This design comes from an exercise in tuning for small area on the open sky130 flow, not from production work. Function was checked by simulation only, so behaviour that the tests miss may differ from the original. The clock port is modelled as an ideal driver; clocking choices that lean on that would not hold on a real chip.

==> run a <==
## quant_mac_top
module quant_mac_top (
    input  wire         clk,
    input  wire         mode,
    input  wire [15:0]  value,
    input  wire [15:0]  weight,
    input  wire [27:0]  ints,
    input  wire [17:0]  fps,
    output reg  [27:0]  intr,
    output reg  [17:0]  fpr
);
clock: 11.5 ns
lec_check: 0
cap_margin: 20
core_margin: 2
core_utilization: 60
place_density: 0.75
slew_margin: 20
synth_hierarchical: 1
synth_minimum_keep_size: 0
standard.sh (not shown) runs the stock make flow with config.mk's settings and CLKGATE_MAP_FILE= SYNTH_SCRIPT=/design/flow/synth_recipe.tcl, a recipe that flattens the netlist after the stock synthesis.
==> flow/flow/run.sh <==
#!/bin/bash
# Standard ORFS layout with area-oriented settings:
#  - before placement, combinational cells are set to their smallest size
#    (flow/pre_gpl.tcl); the resizer upsizes where timing needs it
#  - port buffers use the smallest buffer (buf_1) instead of the resizer's pick
#  - CTS with clkbuf_8 and no dummy loads
# make's full output goes to flow.log in this folder; ORFS keeps per-step logs
# under orfs/logs/.
set -euo pipefail
HERE=$(pwd)
bash standard.sh \
  PRE_GLOBAL_PLACE_TCL="$HERE/flow/pre_gpl.tcl" \
  BUFFER_PORTS_ARGS="-buffer_cell sky130_fd_sc_hd__buf_1" \
  CTS_ARGS="-sink_clustering_enable -repair_clock_nets -dont_use_dummy_load -buf_list sky130_fd_sc_hd__clkbuf_8 -sink_clustering_size 20" \
  finish > flow.log 2>&1
==> flow/flow/pre_gpl.tcl <==
# Before global placement: set every combinational cell to its smallest
# drive strength (synthesis maps the one-gate modules in isolation and
# often picks larger sizes); the resizer upsizes where timing needs it.
set n 0
foreach inst [get_cells *] {
  set ref [get_property $inst ref_name]
  if {[regexp {^(sky130_fd_sc_hd__[a-z0-9]+)_([0-9]+)$} $ref -> base size]} {
    if {$size <= 1} { continue }
    if {[regexp {dfxtp|dfrtp|clkbuf|clkinv|conb|tap|fill|decap|dlygate|clkdly} $base]} { continue }
    set target "${base}_1"
    if {[llength [get_lib_cells -quiet */$target]] == 0} { continue }
    replace_cell [get_property $inst full_name] $target
    incr n
  }
}
puts "pre_gpl.tcl: downsized $n cells"
==> run b (differences from run a) <==
==> flow/flow/run.sh (replaced) <==
#!/bin/bash
# Standard ORFS layout with area-oriented settings:
#  - placement not timing-driven (no speculative resizer buffering)
#  - before placement, synthesis buffers removed and combinational cells set
#    to their smallest size (flow/pre_gpl.tcl); the resizer upsizes where
#    timing needs it
#  - port buffers use the smallest buffer (buf_1) instead of the resizer's pick
#  - CTS with clkbuf_8 and no dummy loads; afterwards the clock of the fpr
#    registers is delayed by a buffer chain (flow/post_cts.tcl), skew for the
#    internal register-to-register paths; timing is repaired after global
#    routing, followed by power recovery (downsizing where slack allows)
# make's full output goes to flow.log in this folder; ORFS keeps per-step logs
# under orfs/logs/.
set -euo pipefail
HERE=$(pwd)
export SKEW_CELLS="sky130_fd_sc_hd__clkdlybuf4s50_1 sky130_fd_sc_hd__clkbuf_4"
bash standard.sh \
  PRE_GLOBAL_PLACE_TCL="$HERE/flow/pre_gpl.tcl" \
  POST_CTS_TCL="$HERE/flow/post_cts.tcl" \
  SKIP_CTS_REPAIR_TIMING=1 \
  RECOVER_POWER=100 \
  GPL_TIMING_DRIVEN=0 \
  BUFFER_PORTS_ARGS="-buffer_cell sky130_fd_sc_hd__buf_1" \
  CTS_ARGS="-sink_clustering_enable -repair_clock_nets -dont_use_dummy_load -buf_list sky130_fd_sc_hd__clkbuf_8 -sink_clustering_size 20" \
  finish > flow.log 2>&1
==> flow/flow/post_cts.tcl (new file) <==
# After CTS: delay the clock of the fpr output registers, which end the
# longest register-to-register paths (operand registers -> fp16 result).
# Each clock net that reaches fpr registers gets a short chain of clock
# buffers in front of those registers only.  This is skew for the internal
# paths: it leaves less time, not more, on the paths from these registers
# to the output ports.
set cells $::env(SKEW_CELLS)
set groups [dict create]
foreach inst [get_cells *] {
  set name [get_property $inst full_name]
  if {![string match "fpr*" $name]} { continue }
  set pin [get_pins -of_objects $inst -filter "direction == input"]
  set clk ""
  foreach p $pin {
    if {[get_property $p lib_pin_name] == "CLK"} { set clk $p }
  }
  if {$clk == ""} { continue }
  set net [get_nets -of_objects $clk]
  dict lappend groups [get_property $net full_name] $clk
}
set i 0
dict for {netname pins} $groups {
  set net $netname
  set k 0
  foreach cell $cells {
    set nn "skewnet_${i}_$k"
    insert_buffer -buffer_cell $cell -net [get_nets $net] -load_pins $pins -buffer_name "skewbuf_${i}_$k" -net_name $nn
    set net $nn
    incr k
  }
  puts "post_cts.tcl: group $i on $netname: [llength $pins] registers"
  incr i
}
global_connect
detailed_placement
estimate_parasitics -placement
report_clock_skew
--- a/flow/flow/pre_gpl.tcl
+++ b/flow/flow/pre_gpl.tcl
@@ -1,6 +1,8 @@
-# Before global placement: set every combinational cell to its smallest
+# Before global placement: remove the buffers synthesis left (the standard
+# flow does this only in timing-driven placement mode), then set every combinational cell to its smallest
 # drive strength (synthesis maps the one-gate modules in isolation and
 # often picks larger sizes); the resizer upsizes where timing needs it.
+remove_buffers
 set n 0
 foreach inst [get_cells *] {
   set ref [get_property $inst ref_name]
CORE_UTILIZATION = 40   (was 60)
PLACE_DENSITY = not set   (was 0.75)
==> run c (differences from run a) <==
==> flow/flow/run.sh (replaced) <==
#!/bin/bash
# Standard ORFS layout with area-oriented settings:
#  - before placement, combinational cells are set to their smallest size
#    (flow/pre_gpl.tcl); the resizer upsizes where timing needs it
#  - port buffers use the smallest buffer (buf_1) instead of the resizer's pick
#  - CTS with clkbuf_4 and no dummy loads
# make's full output goes to flow.log in this folder; ORFS keeps per-step logs
# under orfs/logs/.
set -euo pipefail
HERE=$(pwd)
bash standard.sh \
  PRE_GLOBAL_PLACE_TCL="$HERE/flow/pre_gpl.tcl" \
  BUFFER_PORTS_ARGS="-buffer_cell sky130_fd_sc_hd__buf_1" \
  CTS_ARGS="-sink_clustering_enable -repair_clock_nets -dont_use_dummy_load -buf_list sky130_fd_sc_hd__clkbuf_4 -sink_clustering_size 10 -sink_clustering_max_diameter 40" \
  finish > flow.log 2>&1
CORE_UTILIZATION = 75   (was 60)
PLACE_DENSITY = 0.85   (was 0.75)
==> run d (differences from run a) <==
==> flow/flow/run.sh (replaced) <==
#!/bin/bash
# Standard ORFS layout with area-oriented settings:
#  - before placement, combinational cells are set to their smallest size
#    (flow/pre_gpl.tcl); the resizer upsizes where timing needs it
#  - port buffers use the smallest buffer (buf_1) instead of the resizer's pick
#  - CTS with clkbuf_4 and no dummy loads
# make's full output goes to flow.log in this folder; ORFS keeps per-step logs
# under orfs/logs/.
set -euo pipefail
HERE=$(pwd)
bash standard.sh \
  PRE_GLOBAL_PLACE_TCL="$HERE/flow/pre_gpl.tcl" \
  BUFFER_PORTS_ARGS="-buffer_cell sky130_fd_sc_hd__buf_1" \
  CTS_ARGS="-sink_clustering_enable -repair_clock_nets -dont_use_dummy_load -buf_list sky130_fd_sc_hd__clkbuf_4 -sink_clustering_size 10 -sink_clustering_max_diameter 40" \
  finish > flow.log 2>&1
CORE_UTILIZATION = 80   (was 60)
PLACE_DENSITY = 0.9   (was 0.75)
==> run notes <==
quantity                                                    run d           run a           run c           run b
Non-clock buffering overhead in the final layout           0.0630          0.0609          0.0562               -
Largest net degree at the start of global routing              26              27              27              27
Critical Path Start                                        mode_q          mode_q      value_q[6]     weight_q[7]
Post-DR vias/cell                                            6.21            5.71            6.12            5.17
Std-Cell Rows                                                  40              47              42              57
Outcome                                            finished clean  finished clean  finished clean  finished clean
Post-route setup slack                                   0.422 ns        0.855 ns        0.653 ns        0.978 ns
Antenna diodes                                                  0               0               1               0
Worst path buffer plus inverter count                           3               5               3               4
Number of hold buffers added after cts                          0               0               0               -

## separate check: timing with driven ports
How much do the figures lean on ideal ports? The routed layouts below were timed once more, with nothing changed but the port constraints.
Step 1 sets driving cells, clkbuf_16 on the clock port and buf_2 on the other inputs (assumed; they add their load-dependent delay and slew).
Step 2, shift: input delay + t, output delay - t, t = (earliest + latest rising clock arrival at the registers) / 2. This alone moves slack from input paths to output paths.
Three values: ideal ports, drivers, drivers and shift; two values: the first two.
run	t (ns)	setup WS [ns]	clock arrival spread, ns	slew at the worst register clock pin (ns)	pins driven straight from the clock port
run a	0.479	0.855 / 0.855 / 0.855	0.028 / 0.029	0.08 / 0.08	1
run b	0.772	0.978 / 0.978 / 0.978	0.642 / 0.642	0.10 / 0.10	1
run c	0.581	0.653 / 0.653 / 0.653	0.051 / 0.051	0.12 / 0.12	1
run d	0.585	0.422 / 0.422 / 0.422	0.046 / 0.046	0.12 / 0.12	1
In run b the clock reaches the registers at very different times; t lies between them, and the last value is a rough guide only.
